Context: an optimization exercise on an open-source flow, tuned for small area and a short achievable clock period. The choices shown serve that exercise and are no tape-out recipe.
At most, simulation tests tie the RTL to the original design; equivalence was not proved.
Power is estimated from default activity; no workload was simulated.

Design cpu, start of the top module:
module cpu(CLK, RESET, EN_L, Iin, Din, PC, NextPC, DataA, DataB, DataC, DataD, MW);
Size: roughly 570 cells after synthesis, roughly 72 flip-flops, about 76 I/O pins.
==> flow/config.mk <==
export PLATFORM = sky130hd
export DESIGN_NAME = cpu
export DESIGN_NICKNAME = cpu
export VERILOG_FILES = /design/flow/design.v
export SDC_FILE = /design/flow/constraint.sdc
export NUM_CORES = 4
export LEC_CHECK = 0
export CAP_MARGIN = 20
export CORE_MARGIN = 2
export CORE_UTILIZATION = 60
export CTS_BUF_LIST = sky130_fd_sc_hd__clkbuf_8
export SETUP_SLACK_MARGIN = 4.5
export SLEW_MARGIN = 20
export SYNTH_HIERARCHICAL = 1
==> flow/constraint.sdc <==
create_clock -name core_clock -period 11.5 [get_ports {CLK}]
set_input_delay 2.3000 -clock core_clock [delete_from_list [all_inputs] [get_ports {CLK}]]
set_output_delay 2.3000 -clock core_clock [all_outputs]
set_load 0.01 [all_outputs]
standard.sh (not shown) runs the stock make flow with config.mk's settings and CLKGATE_MAP_FILE= SYNTH_SCRIPT=/design/flow/synth_recipe.tcl, a recipe that flattens the netlist after the stock synthesis.
==> flow/flow/run.sh <==
#!/bin/bash
# The standard layout (the standard.sh), with the input and output ports buffered by
# sky130_fd_sc_hd__buf_2 instead of the cell buffer_ports picks by default.
set -euo pipefail
export BUFFER_PORTS_ARGS="-buffer_cell sky130_fd_sc_hd__buf_2"
bash standard.sh > flow_make.log 2>&1
The baseline completed without violations.
Change:
--- a/flow/config.mk
+++ b/flow/config.mk
@@ -10,5 +10,5 @@
 export CORE_UTILIZATION = 60
 export CTS_BUF_LIST = sky130_fd_sc_hd__clkbuf_8
-export SETUP_SLACK_MARGIN = 4.5
+export SETUP_SLACK_MARGIN = 4.0
 export SLEW_MARGIN = 20
 export SYNTH_HIERARCHICAL = 1
=> The changed run went through all stages and came out clean; cell count drops by 6.4%; total power drops by 7.9%; wire length drops by 10%; global-route usage drops by 1.9 points; area after synthesis stays the same; setup slack degrades by 0.17 ns; cell area drops by 12%; maximum frequency drops by 2.3%; count of clock-buffer cells in the layout is unchanged; core utilization drops by 9.4 points.
No functional check of the RTL was part of any run of this note.


cpu, a different RTL version from the one above (not shown whole).
Size in the first run: roughly 480 cells after synthesis, roughly 72 flip-flops, roughly 76 I/O pins, roughly 5300 um2 of cells after synthesis.
==> flow/design.v (excerpt) <==
module cpu(CLK, RESET, EN_L, Iin, Din, PC, NextPC, DataA, DataB, DataC, DataD, MW);
==> flow/config.mk <==
export PLATFORM = sky130hd
export DESIGN_NAME = cpu
export DESIGN_NICKNAME = cpu
export VERILOG_FILES = /design/flow/design.v
export SDC_FILE = /design/flow/constraint.sdc
export NUM_CORES = 4
export LEC_CHECK = 0
export CAP_MARGIN = 20
export CORE_MARGIN = 2
export CORE_UTILIZATION = 60
export CTS_BUF_LIST = sky130_fd_sc_hd__clkbuf_8
export SETUP_SLACK_MARGIN = 4.0
export SLEW_MARGIN = 20
==> flow/constraint.sdc <==
create_clock -name core_clock -period 11.5 [get_ports {CLK}]
set_input_delay 2.3000 -clock core_clock [delete_from_list [all_inputs] [get_ports {CLK}]]
set_output_delay 2.3000 -clock core_clock [all_outputs]
set_load 0.01 [all_outputs]
Scripts as last shown in full above: flow/flow/run.sh
Then changed:
- SETUP_SLACK_MARGIN: 4.0 -> 3.5
The changed run produced a clean layout.
Clock-buffer cell count is unchanged.
Final area is lower by 3.7%.
Via count is lower by 1.8%.
Wire length is lower by 2.4%.
Clock power hardly moves.
Global-route usage is lower by 0.86 points.
Synthesized cell count does not change.
Sequential power is about the same.
No run of this note included a check of the RTL's function; only the layout flow was run.


the reference run:
cpu, a different RTL version from the one above (not shown whole).
For scale: ~460 cells after synthesis, ~72 flip-flops.
clock: 11.5 ns
lec_check: 0
cap_margin: 20
core_margin: 2
core_utilization: 40
setup_slack_margin: 3.5
slew_margin: 20
run.sh (not shown) runs the stock make flow with config.mk's settings and CLKGATE_MAP_FILE= SYNTH_SCRIPT=/design/flow/synth_recipe.tcl, a recipe that flattens the netlist after the stock synthesis.
Stock flow here: none of the scripts above is used.
The reference run: no failed stages, no open violations at the end
Relative to the reference run, the following input files were edited for the trial run:
- a change of CORE_UTILIZATION from 40 to 60
- an added CTS_BUF_LIST of sky130_fd_sc_hd__clkbuf_8
==> flow/flow/run.sh (new file) <==
#!/bin/bash
# The standard layout (the standard.sh), with the input and output ports buffered by
# sky130_fd_sc_hd__buf_2 instead of the cell buffer_ports picks by default.
set -euo pipefail
export BUFFER_PORTS_ARGS="-buffer_cell sky130_fd_sc_hd__buf_2"
bash standard.sh > flow_make.log 2>&1
==> flow/standard.sh (new file) <==
#!/bin/bash
# synth_recipe.tcl (not shown) runs the flow's synth.tcl, then flattens the netlist and writes it again
# the make line also repeats each setting of config.mk as NAME=value (left out here)
make -C /OpenROAD-flow-scripts/flow DESIGN_CONFIG=/design/flow/config.mk WORK_HOME=/design/flow/orfs CLKGATE_MAP_FILE= SYNTH_SCRIPT=/design/flow/synth_recipe.tcl "${@:-finish}"
removed: flow/run.sh
Results
Going from the reference run to the trial run, the setup slack was found to have gone up by 0.15 ns.
Diff the reference run -> the trial run: worst setup slack before clock tree synthesis +0.92 ns; design area fell about 13%; placed instance area down 480 um2.
Relative to the reference run, the multi-input combinational cell area of the trial run is lower by 100 um2.
Taking the trial run over the reference run, the wire length ratio works out to 0.893.
Relative to the reference run, global routing usage on met1 has increased by 12 points in the trial run.
For the reference run, the end of the critical path was DataC[1], unlike the trial run, where it was DataC[6].


## job 101
cpu, a different RTL version from the one above (not shown whole).
For scale: about 72 flip-flops, about 76 I/O pins, ~4700 sq um of cells after synthesis.
Design cpu, start of the top module:
module cpu(CLK, RESET, EN_L, Iin, Din, PC, NextPC, DataA, DataB, DataC, DataD, MW);
  input         CLK;
  input         RESET;
  input         EN_L;
  input  [15:0] Iin;
  input  [7:0]  Din;
  output [7:0]  PC;
  output [7:0]  NextPC;
  output [7:0]  DataA;
  output [7:0]  DataB;
  output [7:0]  DataC;
  output [7:0]  DataD;
  output        MW;
  reg  [7:1] pc_q;
  reg        EN_LPrev;
  reg  [7:0] r0, r1, r2, r3, r4, r5, r6, r7;
  wire useA, useB, doSub, doAdd, selC, isLB, isLBc, isBr, isHALT, LD;
  wire ndoAnd, ndoOr, doRsh, doSra, doSll;
  wire [2:0] DR;
  wire [7:0] k;
  cpu_ctrl ctrl (.I(Iin), .RESET(RESET), .isLBc(isLBc), .useA(useA), .useB(useB), .doSub(doSub), .doAdd(doAdd), .selC(selC),
                 .ndoAnd(ndoAnd), .ndoOr(ndoOr), .doRsh(doRsh), .doSra(doSra), .doSll(doSll),
                 .isLB(isLB), .isSB(MW), .isBr(isBr), .isHALT(isHALT), .LD(LD),
                 .DR(DR), .k(k));
  wire [7:0] sa, sb, a, b;
  cpu_dec3 dec_a (.s(Iin[11:9]), .y(sa));
  cpu_dec3 dec_b (.s(Iin[8:6]), .y(sb));
  genvar i;
  generate
    for (i = 0; i < 8; i = i + 1) begin : rd
      wire [7:0] ri = {r7[i], r6[i], r5[i], r4[i], r3[i], r2[i], r1[i], r0[i]};
      cpu_rd8  pa (.s(sa), .r(ri), .y(a[i]));
      cpu_rd8  pb (.s(sb), .r(ri), .y(b[i]));
    end
  endgenerate
  ...
export LEC_CHECK = 0
export CAP_MARGIN = 20
export CORE_MARGIN = 2
export CORE_UTILIZATION = 60
export CTS_BUF_LIST = sky130_fd_sc_hd__clkbuf_8
export SETUP_SLACK_MARGIN = 4.3
export SLEW_MARGIN = 20
export SYNTH_HIERARCHICAL = 1
create_clock -name core_clock -period 11.5 [get_ports {CLK}]
standard.sh (not shown) runs the stock make flow with config.mk's settings and CLKGATE_MAP_FILE= SYNTH_SCRIPT=/design/flow/synth_recipe.tcl, a recipe that flattens the netlist after the stock synthesis.
==> flow/flow/run.sh <==
#!/bin/bash
# The standard layout (the standard.sh), with two changes: the input and output ports are
# buffered by sky130_fd_sc_hd__buf_2 instead of the cell buffer_ports picks by default, and
# clock tree synthesis inserts no dummy loads.
set -euo pipefail
export BUFFER_PORTS_ARGS="-buffer_cell sky130_fd_sc_hd__buf_2"
export CTS_ARGS="-sink_clustering_enable -repair_clock_nets -buf_list sky130_fd_sc_hd__clkbuf_8 -dont_use_dummy_load"
bash standard.sh > flow_make.log 2>&1
Job 101: no failed stages, no open violations at the end
#### Input delta (job 102 over job 101)
# job 101
export LEC_CHECK = 0
export CAP_MARGIN = 20
export CORE_MARGIN = 2
export CORE_UTILIZATION = 60
export CTS_BUF_LIST = sky130_fd_sc_hd__clkbuf_8
export SETUP_SLACK_MARGIN = 4.3
export SLEW_MARGIN = 20
export SYNTH_HIERARCHICAL = 1
create_clock -name core_clock -period 11.5 [get_ports {CLK}]
# job 102
export LEC_CHECK = 0
export CAP_MARGIN = 20
export CORE_MARGIN = 2
export CORE_UTILIZATION = 60
export CTS_BUF_LIST = sky130_fd_sc_hd__clkbuf_8
export SETUP_SLACK_MARGIN = 4.0
export SLEW_MARGIN = 20
export SYNTH_HIERARCHICAL = 1
create_clock -name core_clock -period 11.5 [get_ports {CLK}]
Findings:
- Job 102 reached the end of the flow, and the finished layout is clean on the timing, design-rule and antenna checks.
- Compared to job 101, job 102 has number of detailed-routing iterations run before antenna repair 1 lower.
- Job 102 against job 101: xor/xnor share of the synthesized area about even; post-route total power fell 3.9%; final worst setup slack fell 0.23 ns; layout filler cell count rose about 4%.
- Summary of the comparison: met3 layer wire length in the routed design is lower in job 102, relative to job 101.
- The share of power burned in the clock network number comes out lower for job 101 vs job 102.
- Total global routing track utilization down 0.63 points in job 102 wrt job 101
- Compared with job 101, amount of wire on met2 after detailed routing in job 102 decreased slightly.
--- input diff job 102..job 103 ---
# job 102
export LEC_CHECK = 0
export CAP_MARGIN = 20
export CORE_MARGIN = 2
export CORE_UTILIZATION = 60
export CTS_BUF_LIST = sky130_fd_sc_hd__clkbuf_8
export SETUP_SLACK_MARGIN = 4.0
export SLEW_MARGIN = 20
export SYNTH_HIERARCHICAL = 1
create_clock -name core_clock -period 11.5 [get_ports {CLK}]
# job 103
export LEC_CHECK = 0
export CAP_MARGIN = 20
export CORE_MARGIN = 2
export CORE_UTILIZATION = 60
export CTS_BUF_LIST = sky130_fd_sc_hd__clkbuf_8
export SETUP_SLACK_MARGIN = 3.85
export SLEW_MARGIN = 20
export SYNTH_HIERARCHICAL = 1
create_clock -name core_clock -period 11.5 [get_ports {CLK}]
[summary]
When job 103 is set beside job 102, its power turns out to be about 0.44% smaller. The total track usage of job 102 and that of job 103 are within noise of each other. The clock power of job 103 and that of job 102 are within noise of each other. Changes observed in job 103 relative to job 102: total detailed-routing wirelength decreased by about 0.45% relative to the old numbers, maximum frequency decreased by 0.45% relative to the old numbers, share of total power consumed by net switching closely matched the old numbers.
Input changes introduced in job 104 (baseline for comparison: job 103):
# job 103
export LEC_CHECK = 0
export CAP_MARGIN = 20
export CORE_MARGIN = 2
export CORE_UTILIZATION = 60
export CTS_BUF_LIST = sky130_fd_sc_hd__clkbuf_8
export SETUP_SLACK_MARGIN = 3.85
export SLEW_MARGIN = 20
export SYNTH_HIERARCHICAL = 1
create_clock -name core_clock -period 11.5 [get_ports {CLK}]
# job 104
export LEC_CHECK = 0
export CAP_MARGIN = 20
export CORE_MARGIN = 2
export CORE_UTILIZATION = 60
export CTS_BUF_LIST = sky130_fd_sc_hd__clkbuf_8
export SETUP_SLACK_MARGIN = 4.0
export SLEW_MARGIN = 20
export SYNTH_HIERARCHICAL = 1
create_clock -name core_clock -period 11.5 [get_ports {CLK}]
--- a/flow/flow/run.sh
+++ b/flow/flow/run.sh
@@ -6,3 +6,3 @@
 export BUFFER_PORTS_ARGS="-buffer_cell sky130_fd_sc_hd__buf_2"
-export CTS_ARGS="-sink_clustering_enable -repair_clock_nets -buf_list sky130_fd_sc_hd__clkbuf_8 -dont_use_dummy_load"
+export CTS_ARGS="-sink_clustering_enable -repair_clock_nets -root_buf sky130_fd_sc_hd__clkbuf_8 -buf_list sky130_fd_sc_hd__clkbuf_4 -dont_use_dummy_load"
 bash standard.sh > flow_make.log 2>&1
Notes after the runs:
- Job 104: full flow OK, the timing, design-rule and antenna checks passed
- Summary of job 104 over job 103: via count of the first global-routing pass closely matched the old numbers, register share of total power decreased by 0.2 points relative to the old numbers, fraction of standard cell area in multi-input logic closely matched the old numbers.
- As far as die area goes, job 104 and job 103 are indistinguishable; the numbers are identical.
For job 105, these inputs were changed with respect to job 104:
# job 104
export LEC_CHECK = 0
export CAP_MARGIN = 20
export CORE_MARGIN = 2
export CORE_UTILIZATION = 60
export CTS_BUF_LIST = sky130_fd_sc_hd__clkbuf_8
export SETUP_SLACK_MARGIN = 4.0
export SLEW_MARGIN = 20
export SYNTH_HIERARCHICAL = 1
create_clock -name core_clock -period 11.5 [get_ports {CLK}]
# job 105
export LEC_CHECK = 0
export CAP_MARGIN = 20
export CORE_MARGIN = 2
export CORE_UTILIZATION = 60
export CTS_BUF_LIST = sky130_fd_sc_hd__clkbuf_8
export GPL_TIMING_DRIVEN = 0
export SETUP_SLACK_MARGIN = 4.0
export SLEW_MARGIN = 20
export SYNTH_HIERARCHICAL = 1
create_clock -name core_clock -period 11.5 [get_ports {CLK}]
--- a/flow/flow/run.sh
+++ b/flow/flow/run.sh
@@ -6,3 +6,3 @@
 export BUFFER_PORTS_ARGS="-buffer_cell sky130_fd_sc_hd__buf_2"
-export CTS_ARGS="-sink_clustering_enable -repair_clock_nets -root_buf sky130_fd_sc_hd__clkbuf_8 -buf_list sky130_fd_sc_hd__clkbuf_4 -dont_use_dummy_load"
+export CTS_ARGS="-sink_clustering_enable -repair_clock_nets -buf_list sky130_fd_sc_hd__clkbuf_8 -dont_use_dummy_load"
 bash standard.sh > flow_make.log 2>&1
==> notes.md <==
Job 105: full flow OK, the timing, design-rule and antenna checks passed
As far as max-slew violation total from the final report goes, job 104 and job 105 are indistinguishable; the numbers are identical.
Overall power after layout (lower): job 105
Post-place instance area, job 104 and job 105, lower one = job 104.
Compared to job 104, job 105 has switching share of power 0.87 points lower.
In the tables for job 104 and job 105, data arrival time of the worst path reads higher with job 104.
Comparing final worst-path setup slack for job 104 and job 105, the smaller number came from job 104.
The non-clock buffer count in job 104 is 0.920 times that in job 105.
For power of the sequential group, job 104 and job 105 come out practically identical.
Relative to job 104, time the final worst path needs with I/O delays and setup decreased by 0.025 ns in job 105.

-- static timing again, ports no longer ideal --
In the flow no input, the clock included, has a driving cell. The finished layouts below were timed again as built, in two steps. Step 1 sets driving cells, clkbuf_16 on the clock port and buf_2 on the other inputs (assumed; they add their load-dependent delay and slew). Step 2 moves the port delays by t, midway between the first and last clock arrival at a register: inputs arrive t later, outputs are due t later. That takes back most of the time a late clock gives input paths. Three values: ideal ports, drivers, drivers and shift; two values: the first two.
run	t (ns)	setup WS [ns]	worst hold slack (ns)	worst slew at a driven data input, ns	pins driven straight from the clock port
the first run of note 1	0.388	4.303 / 4.213 / 4.213	0.785 / 0.785 / 0.785	0.11	1
the second run of note 1	0.393	4.137 / 4.115 / 4.115	0.746 / 0.746 / 0.746	0.04	1
the first run of note 2	0.381	3.775 / 3.631 / 3.631	0.581 / 0.581 / 0.581	0.14	1
the second run of note 2	0.377	3.610 / 3.483 / 3.483	0.589 / 0.589 / 0.589	0.15	1
the reference run	0.367	3.517 / 3.490 / 3.490	0.511 / 0.511 / 0.511	0.06	1
the trial run	0.365	3.670 / 3.622 / 3.622	0.520 / 0.520 / 0.520	0.08	1
job 101	0.380	4.364 / 4.338 / 4.338	0.608 / 0.608 / 0.608	0.04	1
job 102	0.378	4.136 / 4.113 / 4.113	0.610 / 0.610 / 0.610	0.04	1
job 103	0.381	4.103 / 4.079 / 4.079	0.610 / 0.610 / 0.610	0.04	1
job 104	0.378	4.136 / 4.113 / 4.113	0.610 / 0.610 / 0.610	0.04	1
job 105	0.369	4.161 / 4.141 / 4.141	0.612 / 0.612 / 0.612	0.04	1
After both steps setup and hold are still met in every run listed. The setup slack of the first run of note 2, which loses most, moves by -0.144 ns with the drivers and by -0.144 ns with both steps.
